From an optimization exercise on the open Yosys and OpenROAD flow, aimed at small area and a short achievable clock period; shortcuts taken in it are not production practice.
Function was checked by simulation only, so behaviour that the tests miss may differ from the original.
Power is estimated from default activity; no workload was simulated.

// fpu
module fpu (
    input  wire        clk,
    input  wire        rst_n,
    input  wire [31:0] rs1_data,
    input  wire [31:0] rs2_data,
    input  wire [31:0] rs3_data,
    input  wire [6:0]  funct7,
    input  wire [2:0]  funct3,
    input  wire        fp_op,
    input  wire [2:0]  frm,
    output reg  [31:0] result,
    output wire [4:0]  flags,
    output wire        ready,
    output wire [2:0]  latency
);
clock: 8.5 ns
lec_check: 0
abc_area: 1
cap_margin: 20
core_margin: 2
core_utilization: 60
cts_cluster_size: 30
setup_slack_margin: 3.9
slew_margin: 20
run.sh (not shown) runs the stock make flow with config.mk's settings and CLKGATE_MAP_FILE= SYNTH_SCRIPT=/design/flow/synth_recipe.tcl, a recipe that flattens the netlist after the stock synthesis.
The starting point ran to the end with no violations.
Then changed:
--- a/flow/config.mk
+++ b/flow/config.mk
@@ -12,3 +12,3 @@
 export CTS_CLUSTER_SIZE = 30
-export SETUP_SLACK_MARGIN = 3.9
+export SETUP_SLACK_MARGIN = 4.3
 export SLEW_MARGIN = 20
=> Total power is higher slightly. Global-route usage came out lower by 0.43 points. Setup slack is better by 0.36 ns. Via count came out lower slightly.
Then changed:
--- a/flow/config.mk
+++ b/flow/config.mk
@@ -10,5 +10,5 @@
 export CORE_MARGIN = 2
-export CORE_UTILIZATION = 60
+export CORE_UTILIZATION = 70
 export CTS_CLUSTER_SIZE = 30
-export SETUP_SLACK_MARGIN = 4.3
+export SETUP_SLACK_MARGIN = 4.4
 export SLEW_MARGIN = 20
After rerunning: Wire length went up by 3.6%. First-iteration DRC count went up by 7.8%. Worst setup slack loses 0.0091 ns. Flip-flop and latch count is unchanged. Power came out higher by 2.4%.
Then changed:
--- a/flow/config.mk
+++ b/flow/config.mk
@@ -10,3 +10,4 @@
 export CORE_MARGIN = 2
-export CORE_UTILIZATION = 70
+export CORE_UTILIZATION = 60
+export CTS_BUF_LIST = sky130_fd_sc_hd__clkbuf_4 sky130_fd_sc_hd__clkbuf_8
 export CTS_CLUSTER_SIZE = 30
Result: Worst setup slack gets worse by 0.023 ns. Power went down by 1.4%. Via count went down by about 3%. Die area went up by about 16%. Final cell count went up by 2.5%. Final area went up by about 0.33%. Area after synthesis stays the same. Synthesized cell count does not change. Non-clock buffer count went up by 1.

* * *

== onyx ==
Starting RTL as in the previous note.
// fpu
module fpu (
    input  wire        clk,
    input  wire        rst_n,
    input  wire [31:0] rs1_data,
    input  wire [31:0] rs2_data,
    input  wire [31:0] rs3_data,
    input  wire [6:0]  funct7,
    input  wire [2:0]  funct3,
    input  wire        fp_op,
    input  wire [2:0]  frm,
    output reg  [31:0] result,
    output wire [4:0]  flags,
    output wire        ready,
    output wire [2:0]  latency
);
    wire [4:0] opc    = funct7[6:2];
    wire is_add       = (opc == 5'b00000);
    wire is_sub       = (opc == 5'b00001);
    wire is_mul       = (opc == 5'b00010);
    wire is_fma       = (opc == 5'b10000);
    wire addsub       = is_add | is_sub;
    assign latency = addsub ? 3'd4 : is_mul ? 3'd5 : 3'd6;
    wire [7:0] e1 = rs1_data[30:23];
    wire [7:0] e2 = rs2_data[30:23];
    wire [7:0] e3 = rs3_data[30:23];
    wire f1nz = |rs1_data[22:0];
    wire f2nz = |rs2_data[22:0];
    wire f3nz = |rs3_data[22:0];
    wire e1z = (e1 == 8'd0), e1m = (e1 == 8'hFF);
    wire e2z = (e2 == 8'd0), e2m = (e2 == 8'hFF);
    wire e3z = (e3 == 8'd0), e3m = (e3 == 8'hFF);
    wire h1 = ~e1z & (~e1m | f1nz);
    wire h2 = ~e2z & (~e2m | f2nz);
    wire h3 = ~e3z & (~e3m | f3nz);
    wire nan1 = e1m & f1nz, inf1 = e1m & ~f1nz, snan1 = nan1 & ~rs1_data[22];
  ...
export LEC_CHECK = 0
export ABC_AREA = 1
export CAP_MARGIN = 20
export CORE_MARGIN = 2
export CORE_UTILIZATION = 60
export CTS_CLUSTER_SIZE = 30
export SETUP_SLACK_MARGIN = 4.15
export SLEW_MARGIN = 20
create_clock -name core_clock -period 8.5 [get_ports {clk}]
Edits applied to the flow inputs when going from onyx to quartz:
Settings: SETUP_SLACK_MARGIN now 4.4, was 4.15.
Findings:
NOTE average routed wire per standard cell onyx->quartz increased slightly. The area overhead of the layout relative to synthesis of quartz exceeds that of onyx by 1.5 points. Time the final worst path needs with I/O delays and setup: quartz < onyx. Final cell count: quartz vs onyx, no meaningful difference. Compared with onyx, final routed wirelength across all metal layers in quartz increased by a few percent. What quartz reported for largest net degree at the start of global routing has to be multiplied by 0.944 to get the figure for onyx. Via count normalized by instance count: quartz > onyx.

[afterwards: timing with drivers on the ports]
The flow's constraints put no driver on any port. The routed layouts listed below were extracted and timed again, unchanged, in two steps. Step 1 sets driving cells, clkbuf_16 on the clock port and buf_2 on the other inputs (assumed; they add their load-dependent delay and slew). Step 2 adds t to the input delays and takes it off the output delays; t is the mean of the earliest and latest rising clock arrival at the registers after step 1. Input paths then give back, and output paths get back, about the clock's delay inside the block. Slacks: ideal / step 1 / step 2; pairs: ideal / step 1.
run	shift t [ns]	setup WS [ns]	worst setup path after step 2	latest minus earliest clock arrival (ns)
the first run of note 1	0.689	3.997 / 3.974 / 3.624	input to register	0.025 / 0.025
the second run of note 1	0.707	4.356 / 4.348 / 3.915	input to register	0.051 / 0.051
the third run of note 1	0.705	4.347 / 4.316 / 3.860	input to register	0.048 / 0.048
the fourth run of note 1	0.740	4.324 / 4.291 / 3.924	input to register	0.033 / 0.033
onyx	0.687	4.216 / 4.187 / 3.910	input to register	0.022 / 0.022
quartz	0.707	4.321 / 4.292 / 3.917	input to register	0.028 / 0.028
After both steps every run listed still meets setup and hold. For the third run of note 1, which loses most, drivers alone change the setup slack by -0.031 ns; drivers and shift together by -0.487 ns.
